From an optimization exercise on the open Yosys and OpenROAD flow, aimed at small area and a short achievable clock period; shortcuts taken in it are not production practice.
In this exercise RTL edits were held to simulation tests only and were not proved equivalent to the original.
Power figures rest on the tool's default switching activity, not on a simulated workload.

==> flow/design.v (excerpt) <==
module entropy_encode_dc_coefficients #(parameter ADDER = 0) (
	input clk,
	input reset_n,
	input in_valid,
	input in_first,
	input [15:0] DcCoeff,
	output out_valid,
	output [31:0] codeword,
	output [5:0] codeword_length
);
reg first_pending;
wire is_first = in_first | first_pending;
reg [15:0] x1;
reg [15:0] pp;        
reg        v1, f1;
always @(posedge clk) begin
	if (!reset_n) begin
		first_pending <= 1'b1;
		v1 <= 1'b0;
	end else begin
		if (in_valid) first_pending <= 1'b0;
		v1 <= in_valid;
	end
	if (in_valid) x1 <= DcCoeff;
	pp <= ~(DcCoeff ^ (x1 & {16{~is_first}}));
	f1 <= is_first;
end
reg        sgn;       
wire [15:0] gg = ~pp & (x1 ^ {16{sgn}});
wire        eq = &pp;                                    
wire [15:0] g0 = {gg[15:1], gg[0] | pp[0]};
wire [16:0] c;
assign c[0] = 1'b1;
genvar b;
generate
	if (ADDER == 1) begin : g_ripple
		for (b = 0; b < 16; b = b + 1) begin : g_r
			assign c[b+1] = g0[b] | (pp[b] & c[b]);
		end
	end else begin : g_sklansky
		wire [15:0] G0 = g0, P0 = pp;
		wire [15:0] G1, P1, G2, P2, G3, P3, G4, P4;
		for (b = 0; b < 16; b = b + 1) begin : g_l0
			if (b & 1) begin : g_node
				assign G1[b] = G0[b] | (P0[b] & G0[((b >> 0) << 0) - 1]);
				assign P1[b] = P0[b] & P0[((b >> 0) << 0) - 1];
			end else begin : g_pass
				assign G1[b] = G0[b];
				assign P1[b] = P0[b];
			end
		end
		for (b = 0; b < 16; b = b + 1) begin : g_l1
			if (b & 2) begin : g_node
				assign G2[b] = G1[b] | (P1[b] & G1[((b >> 1) << 1) - 1]);
				assign P2[b] = P1[b] & P1[((b >> 1) << 1) - 1];
			end else begin : g_pass
				assign G2[b] = G1[b];
				assign P2[b] = P1[b];
			end
		end
		for (b = 0; b < 16; b = b + 1) begin : g_l2
			if (b & 4) begin : g_node
				assign G3[b] = G2[b] | (P2[b] & G2[((b >> 2) << 2) - 1]);
				assign P3[b] = P2[b] & P2[((b >> 2) << 2) - 1];
			end else begin : g_pass
				assign G3[b] = G2[b];
				assign P3[b] = P2[b];
			end
		end
		for (b = 0; b < 16; b = b + 1) begin : g_l3
			if (b & 8) begin : g_node
				assign G4[b] = G3[b] | (P3[b] & G3[((b >> 3) << 3) - 1]);
				assign P4[b] = P3[b] & P3[((b >> 3) << 3) - 1];
			end else begin : g_pass
				assign G4[b] = G3[b];
				assign P4[b] = P3[b];
			end
		end
		assign c[16:1] = G4;
	end
  ...
==> flow/config.mk <==
export PLATFORM = sky130hd
export DESIGN_NAME = entropy_encode_dc_coefficients
export DESIGN_NICKNAME = entropy_encode_dc_coefficients
export VERILOG_FILES = /design/flow/design.v
export SDC_FILE = /design/flow/constraint.sdc
export NUM_CORES = 4
export LEC_CHECK = 0
export ABC_AREA = 1
export CAP_MARGIN = 20
export CORE_MARGIN = 2
export CORE_UTILIZATION = 65
export CTS_CLUSTER_DIAMETER = 200
export CTS_CLUSTER_SIZE = 50
export SETUP_SLACK_MARGIN = 2.85
export SLEW_MARGIN = 20
==> flow/constraint.sdc <==
create_clock -name core_clock -period 5.0 [get_ports {clk}]
set_input_delay 1.0000 -clock core_clock [delete_from_list [all_inputs] [get_ports {clk}]]
set_output_delay 1.0000 -clock core_clock [all_outputs]
set_load 0.01 [all_outputs]
standard.sh (not shown) runs the stock make flow with config.mk's settings and CLKGATE_MAP_FILE= SYNTH_SCRIPT=/design/flow/synth_recipe.tcl, a recipe that flattens the netlist after the stock synthesis.
==> flow/flow/run.sh <==
#!/bin/bash
# The standard layout with two changes:
#  - the input and output ports are buffered with plain buffers instead of
#    the delay buffers buffer_ports picks by default;
#  - synthesis leaves adders to ABC instead of mapping them to full/half-adder
#    cells first (ADDER_MAP_FILE empty); registers are unchanged.
# make's full output goes to make.log in the work folder; ORFS keeps each
# tool's log under orfs/logs/.
set -euo pipefail
cd "$(dirname "$0")/.."
bash standard.sh "BUFFER_PORTS_ARGS=-buffer_cell sky130_fd_sc_hd__buf_1" "ADDER_MAP_FILE=" finish > make.log 2>&1
Rerun with:
==> flow/flow/run.sh (replaced) <==
#!/bin/bash
# The standard layout with these changes:
#  - the input and output ports are buffered with plain buffers instead of
#    the delay buffers buffer_ports picks by default;
#  - synthesis leaves adders to ABC instead of mapping them to full/half-adder
#    cells first (ADDER_MAP_FILE empty);
#  - ABC's area script skips its upsize pass (ORFS's scripts are copied into
#    the work folder and only abc_area.script is changed); the layout's own
#    timing repair sizes the cells instead. Registers are unchanged.
# make's full output goes to make.log in the work folder; ORFS keeps each
# tool's log under orfs/logs/.
set -euo pipefail
cd "$(dirname "$0")/.."
rm -rf scripts_local
cp -r "$FLOW_HOME/scripts" scripts_local
printf 'strash\ndch\nmap -B 0.9\ntopo\nstime -c\nbuffer -c\ndnsize -c\n' > scripts_local/abc_area.script
bash standard.sh "SCRIPTS_DIR=$PWD/scripts_local" "BUFFER_PORTS_ARGS=-buffer_cell sky130_fd_sc_hd__buf_2" "ADDER_MAP_FILE=" finish > make.log 2>&1
Outcome: First-iteration DRC count climbs by 45%. Clock power climbs by 13%. Design area climbs by 0.51%. Global-route usage climbs by 1.4 points. Hold slack degrades by 0.014 ns. Die area drops by 6.0%. Setup slack degrades by 0.040 ns. Critical path depth drops by 3. Non-clock buffer count climbs by 7.
Rerun with:
==> flow/flow/run.sh (replaced) <==
#!/bin/bash
# The standard layout with two changes:
#  - the input and output ports are buffered with plain buffers instead of
#    the delay buffers buffer_ports picks by default;
#  - synthesis leaves adders to ABC instead of mapping them to full/half-adder
#    cells first (ADDER_MAP_FILE empty); registers are unchanged.
# make's full output goes to make.log in the work folder; ORFS keeps each
# tool's log under orfs/logs/.
set -euo pipefail
cd "$(dirname "$0")/.."
bash standard.sh "BUFFER_PORTS_ARGS=-buffer_cell sky130_fd_sc_hd__buf_2" "ADDER_MAP_FILE=" finish > make.log 2>&1
- SETUP_SLACK_MARGIN: 2.85 -> 2.7
Sequential cell count does not change.
Via count drops by 3.9%.
First-iteration DRC count drops by 23%.
Sequential power climbs by about 0.9%.
Register-to-register slack is about the same.
Power drops by 5.2%.
Routed wire length drops by 4.5%.
Clock skew barely changes.
Worst hold slack improved by 0.011 ns.
Rerun with:
- GPL_TIMING_DRIVEN: not set -> 0
- SETUP_SLACK_MARGIN: 2.7 -> 2.85
Sequential power fell by about 0.4%; setup slack improves by 0.049 ns; synthesized cell count stays the same.
Rerun with:
- CORE_UTILIZATION: 65 -> 80
- GPL_TIMING_DRIVEN: 0 -> not set
Effect:
- This time the run ended with an error in 5_1_grt, error DPL-0038
- area after synthesis stays the same
- synthesized cell count stays the same
Rerun with:
- CORE_UTILIZATION: 80 -> 55
Result:
- The changed run completed with no timing, DRC or antenna violations
- synthesized cell count is unchanged
- area after synthesis is unchanged

port drivers added, routing unchanged:
In the flow no input, the clock included, has a driving cell. The finished layouts below were timed again as built, in two steps. Step 1: set_driving_cell puts a clkbuf_16 on clk and a buf_2 on each other input, an assumption about the parent block. Step 2, shift: input delay + t, output delay - t, t = (earliest + latest rising clock arrival at the registers) / 2. This alone moves slack from input paths to output paths. Three values: ideal, step 1, step 2; two values: the first two.
| run | shift t [ns] | setup WS [ns] | worst setup path after step 2 | clock arrival spread, ns | slew at the worst register clock pin (ns) |
|---|---|---|---|---|---|
| the first run | 0.372 | 2.983 / 2.983 / 2.777 | input to register | 0.008 / 0.008 | 0.09 / 0.09 |
| the second run | 0.388 | 2.943 / 2.943 / 2.893 | input to register | 0.011 / 0.011 | 0.08 / 0.08 |
| the third run | 0.377 | 2.957 / 2.957 / 2.839 | input to register | 0.008 / 0.009 | 0.09 / 0.09 |
| the fourth run | 0.388 | 3.006 / 3.006 / 2.710 | input to register | 0.013 / 0.013 | 0.09 / 0.09 |
| the sixth run | 0.381 | 2.978 / 2.978 / 2.935 | input to register | 0.010 / 0.010 | 0.09 / 0.09 |
After both steps every run listed still meets setup and hold. The setup slack of the fourth run, which loses most, moves by 0.000 ns with the drivers and by -0.296 ns with both steps.
